Source: an optimization exercise on an open RTL-to-GDS flow (aim: small area). Production flows keep margins and buffers that such runs may drop. Function was checked by simulation only, so behaviour that the tests miss may differ from the original.

==> module vga, before the edit <==
module vga
  (input  logic clck,
   input  logic reset,
   input  logic left_btn,
   input  logic right_btn,
   input  logic [9:0] serve_x,
   input  logic [8:0] serve_y,
   input  logic [2:0] serve_xv,
   input  logic [2:0] serve_yv,
   input  logic [9:0] paddle_x0,
   output logic hsync,
   output logic vsync,
   output logic r,
   output logic g,
   output logic b);
   logic [9:0] p;
   logic [9:0] ln;
   logic       first;   
   logic lineEnd;       
   assign lineEnd = &p;
   always_ff @(posedge clck) begin
      if(reset) begin
         p <= 224;
         ln <= 978;
         first <= 1;
      end else begin
         p <= (&p) ? 10'd224 : p + 10'd1;
         if(lineEnd) begin
            ln <= (&ln) ? 10'd499 : ln + 10'd1;
            if(ln == 988) first <= 0;
         end
      end
   end
   logic actcol;        
   assign actcol = p >= 385 || p == 224;
   logic active;
   assign active = !first && ln < 979;
   assign hsync = !(p >= 241 && p <= 336);
   assign vsync = !(ln == 989 || ln == 990);
   logic [4:0] dh;
   logic sample;
   assign sample = p[4:0] == 0 && dh == 0;
   logic [4:0] cl, cr;
   always_ff @(posedge clck) begin
      if(reset) begin
         dh <= 0;
         cl <= 24;
         cr <= 24;
      end else begin
         if(&p[4:0]) dh <= dh + 5'd1;
         if(sample) begin
            if(!left_btn) cl <= 1; else if(cl != 24) cl <= {cl[3:0], cl[4] ^ cl[2]};
            if(!right_btn) cr <= 1; else if(cr != 24) cr <= {cr[3:0], cr[4] ^ cr[2]};
         end
      end
   end
   logic left, right;
   assign left = cl != 24;
   assign right = cr != 24;
   logic [2:0] colour;
   logic       prev;
   always_ff @(posedge clck) begin
      if(reset) begin
         colour <= 1;
         prev <= 0;
      end else begin
         prev <= left | right;
         if((left | right) && !prev)
           colour <= (colour == 7) ? 3'd1 : colour + 3'd1;
      end
   end
   logic [9:0] q;
   logic upd_p;         
   assign upd_p = !first && ln == 979 && p == 225;
   always_ff @(posedge clck) begin
      if(reset) begin
         q <= ~paddle_x0;
      end else if(upd_p && !left && right) begin
         q <= (q <= 436) ? 10'd435 : q - 10'd1;
      end else if(upd_p && left && !right) begin
         q <= (q >= 1020) ? 10'd1023 : q + 10'd3;
      end else begin
         q <= (&q) ? 10'd224 : q + 10'd1;
      end
   end
   logic [9:0] e;
   logic [9:0] ry;
   logic [2:0] xv, yv;
   logic mv;             
   assign mv = !first && ln[9:2] == 246 && ln[1:0] != 3;
   logic c4;             
   assign c4 = p[9:2] == 64;
   logic hold_e;         
   assign hold_e = mv && ln[1:0] == 0 &&
                   (xv[2] ? (c4 && p[1:0] < xv[1:0]) : (xv[1:0] != 0 && !(c4 && {1'b0, p[1:0]} + {1'b0, xv[1:0]} < 4)));
   logic ystep;          
   assign ystep = mv && (yv[2] ? ln[1:0] < yv[1:0] : ln[1:0] < 2'(3'd4 - yv));
   logic ry_inc;
   assign ry_inc = (lineEnd && !(ystep && yv[2])) || (p == 224 && ystep && !yv[2]);
   logic upd_w, upd_h;
   assign upd_w = !first && ln == 987 && p == 224;
   assign upd_h = !first && ln == 988 && e == 395;
   logic wl, wr, wt, wb, wp;
   always_comb begin
      case(xv)
        3'd1: wl = e >= 1017;
        3'd2: wl = e >= 1018;
        3'd3: wl = e >= 1019;
        default: wl = 0;
      endcase
      case(xv)
        3'd5: wr = e <= 394;
        3'd6: wr = e <= 395;
        3'd7: wr = e <= 396;
        default: wr = 0;
      endcase
      case(yv)
        3'd1: wt = ry >= 501 && ry <= 503;
        3'd2: wt = ry >= 502 && ry <= 503;
        3'd3: wt = ry == 503;
        default: wt = 0;
      endcase
      case(yv)
        3'd5: begin wp = ry >= 544 && ry <= 604; wb = ry >= 544 && ry <= 564; end
        3'd6: begin wp = ry >= 544 && ry <= 605; wb = ry >= 544 && ry <= 565; end
        3'd7: begin wp = ry >= 544 && ry <= 606; wb = ry >= 544 && ry <= 566; end
        default: begin wp = 0; wb = 0; end
      endcase
   end
   logic hit;
   assign hit = q >= 385 && q <= 445;
   always_ff @(posedge clck) begin
      if(reset) begin
         e <= ~serve_x;
         ry <= {1'b1, ~serve_y};
         xv <= serve_xv;
         yv <= serve_yv;
      end else begin
         if(!hold_e) e <= (&e) ? 10'd224 : e + 10'd1;
         if(ry_inc) ry <= (&ry) ? 10'd499 : ry + 10'd1;
         if(upd_w) begin
            if(wl | wr) xv <= -xv;
            if(wt) yv <= -yv;
         end
         if(upd_h) begin
            if(wp && hit) begin
               yv <= -yv;
               if(q < 397)      xv <= (xv < 3) ? 3'd1 : xv - 3'd2;
               else if(q < 409) xv <= (xv < 2) ? 3'd1 : xv - 3'd1;
               else if(q < 421) ;
               else if(q < 433) xv <= (xv > 6) ? 3'd7 : xv + 3'd1;
               else if(q < 445) xv <= (xv > 5) ? 3'd7 : xv + 3'd2;
            end else if(wb) begin
               yv <= -yv;
            end
         end
      end
   end
   logic xzero;
   always_ff @(posedge clck) begin
      if(p == 224) xzero <= &e;
   end
   logic bcol, brow, pcol, prow;
   assign bcol = actcol ? (e >= 384 && e <= 394) : xzero;
   assign brow = ry >= 544 && ry <= 554;
   assign pcol = actcol && q >= 384 && q <= 434;
   assign prow = ln >= 939 && ln <= 959;
   logic bp, pp;
   always_ff @(posedge clck) begin
      if(reset) begin
         bp <= 0; pp <= 0;
      end else begin
         bp <= active && brow && bcol;
         pp <= active && prow && pcol;
      end
   end
   assign r = (pp & colour[0]) | bp;
   assign g = (pp & colour[1]) | bp;
   assign b = (pp & colour[2]) | bp;
endmodule
==> flow/config.mk <==
export PLATFORM = sky130hd
export DESIGN_NAME = vga
export DESIGN_NICKNAME = vga
export VERILOG_FILES = /design/flow/design.v
export SDC_FILE = /design/flow/constraint.sdc
export NUM_CORES = 4
export LEC_CHECK = 0
export CAP_MARGIN = 20
export CORE_MARGIN = 2
export CORE_UTILIZATION = 40
export PLACE_DENSITY = 0.6
export SLEW_MARGIN = 20
==> flow/constraint.sdc <==
create_clock -name core_clock -period 10.0 [get_ports {clck}]
set_input_delay 2.0000 -clock core_clock [delete_from_list [all_inputs] [get_ports {clck}]]
set_output_delay 2.0000 -clock core_clock [all_outputs]
set_load 0.01 [all_outputs]
standard.sh (not shown) runs the stock make flow with config.mk's settings and CLKGATE_MAP_FILE= SYNTH_SCRIPT=/design/flow/synth_recipe.tcl, a recipe that flattens the netlist after the stock synthesis.
==> flow/flow/run.sh <==
#!/bin/bash
# Standard ORFS layout with these changes:
#  - synthesis maps with an area-oriented ABC script (flow/abc_area.script)
#    and without full/half adder cell extraction, so ABC optimises adders;
#  - ports are buffered with the smallest buffer, sky130_fd_sc_hd__buf_1;
#  - the clock tree is built from clkbuf_8 cells, without dummy loads.
# The make output of every step goes to flow_make.log here; ORFS keeps each
# tool's own log under orfs/logs/.
set -euo pipefail
W=$PWD
rm -rf "$W/scripts_own"
cp -r "$FLOW_HOME/scripts" "$W/scripts_own"
cp "$W/flow/abc_area.script" "$W/scripts_own/abc_area.script"
bash "$W/standard.sh" SCRIPTS_DIR="$W/scripts_own" ADDER_MAP_FILE= ABC_AREA=1 \
  "BUFFER_PORTS_ARGS=-buffer_cell sky130_fd_sc_hd__buf_1" \
  "CTS_ARGS=-sink_clustering_enable -repair_clock_nets -buf_list sky130_fd_sc_hd__clkbuf_8 -dont_use_dummy_load" \
  finish > "$W/flow_make.log" 2>&1
==> flow/flow/abc_area.script <==
strash
ifraig
scorr
dc2
strash
&get -n
&deepsyn -T 60
&put
dch -f
amap -F 4 -A 10
topo
stime -c
Next try:
--- a/flow/design.v
+++ b/flow/design.v
@@ -18,8 +18,8 @@
    logic       first;   
    logic lineEnd;       
-   assign lineEnd = &p;
+   assign lineEnd = p == 862;
    always_ff @(posedge clck) begin
       if(reset) begin
-         p <= 224;
+         p <= 863;
          ln <= 978;
          first <= 1;
@@ -32,22 +32,18 @@
       end
    end
-   logic actcol;        
-   assign actcol = p >= 385 || p == 224;
    logic active;
    assign active = !first && ln < 979;
-   assign hsync = !(p >= 241 && p <= 336);
+   assign hsync = !(p >= 880 && p <= 975);
    assign vsync = !(ln == 989 || ln == 990);
-   logic [4:0] dh;
-   logic sample;
-   assign sample = p[4:0] == 0 && dh == 0;
+   logic [9:0] div;
    logic [4:0] cl, cr;
    always_ff @(posedge clck) begin
       if(reset) begin
-         dh <= 0;
+         div <= 0;
          cl <= 24;
          cr <= 24;
       end else begin
-         if(&p[4:0]) dh <= dh + 5'd1;
-         if(sample) begin
+         div <= {div[8:0], div[9] ^ div[6] ^ (div[8:0] == 0)};
+         if(div == 0) begin
             if(!left_btn) cl <= 1; else if(cl != 24) cl <= {cl[3:0], cl[4] ^ cl[2]};
             if(!right_btn) cr <= 1; else if(cr != 24) cr <= {cr[3:0], cr[4] ^ cr[2]};
@@ -72,5 +68,5 @@
    logic [9:0] q;
    logic upd_p;         
-   assign upd_p = !first && ln == 979 && p == 225;
+   assign upd_p = !first && ln == 979 && p == 864;
    always_ff @(posedge clck) begin
       if(reset) begin
@@ -90,5 +86,5 @@
    assign mv = !first && ln[9:2] == 246 && ln[1:0] != 3;
    logic c4;             
-   assign c4 = p[9:2] == 64;
+   assign c4 = p[9:2] == 56;
    logic hold_e;         
    assign hold_e = mv && ln[1:0] == 0 &&
@@ -97,7 +93,7 @@
    assign ystep = mv && (yv[2] ? ln[1:0] < yv[1:0] : ln[1:0] < 2'(3'd4 - yv));
    logic ry_inc;
-   assign ry_inc = (lineEnd && !(ystep && yv[2])) || (p == 224 && ystep && !yv[2]);
+   assign ry_inc = (lineEnd && !(ystep && yv[2])) || (p == 863 && ystep && !yv[2]);
    logic upd_w, upd_h;
-   assign upd_w = !first && ln == 987 && p == 224;
+   assign upd_w = !first && ln == 987 && p == 863;
    assign upd_h = !first && ln == 988 && e == 395;
    logic wl, wr, wt, wb, wp;
@@ -159,10 +155,10 @@
    logic xzero;
    always_ff @(posedge clck) begin
-      if(p == 224) xzero <= &e;
+      if(p == 863) xzero <= &e;
    end
    logic bcol, brow, pcol, prow;
-   assign bcol = actcol ? (e >= 384 && e <= 394) : xzero;
+   assign bcol = (p < 864) ? (e >= 384 && e <= 394) : xzero;
    assign brow = ry >= 544 && ry <= 554;
-   assign pcol = actcol && q >= 384 && q <= 434;
+   assign pcol = p < 864 && q >= 384 && q <= 434;
    assign prow = ln >= 939 && ln <= 959;
    logic bp, pp;
After rerunning:
- The changed run went through all stages and came out clean
- synthesized cell count came out higher by 3.3%
- worst hold slack loses 0.036 ns
- area after synthesis came out higher by 4.1%
- critical path depth came out lower by 3
- global-route usage came out lower by 1.4 points
- die area came out higher by 3.9%
- clock skew came out higher by 0.027 ns
- first-iteration DRC count came out higher by 28%
- routed wire length came out higher by 0.41%

[afterwards: timing with drivers on the ports]
No port has a modelled driver above. Below, the same layouts with a new extraction and two added sets of constraints.
Step 1: set_driving_cell puts a clkbuf_16 on clck and a buf_2 on each other input, an assumption about the parent block.
Step 2 also shifts input and output timing later by t, the mid clock arrival at the registers, as if the neighbouring blocks saw the same clock.
Slacks: ideal ports / drivers / drivers and shift; pairs: ideal ports / drivers.
run	t (ns)	setup WS [ns]	slew at the worst register clock pin (ns)
the first run	0.394	6.076 / 6.042 / 5.819	0.07 / 0.07
the second run	0.373	6.174 / 6.141 / 6.026	0.10 / 0.10
After both steps setup and hold are still met in every run listed. For the first run, which loses most, drivers alone change the setup slack by -0.034 ns; drivers and shift together by -0.257 ns.
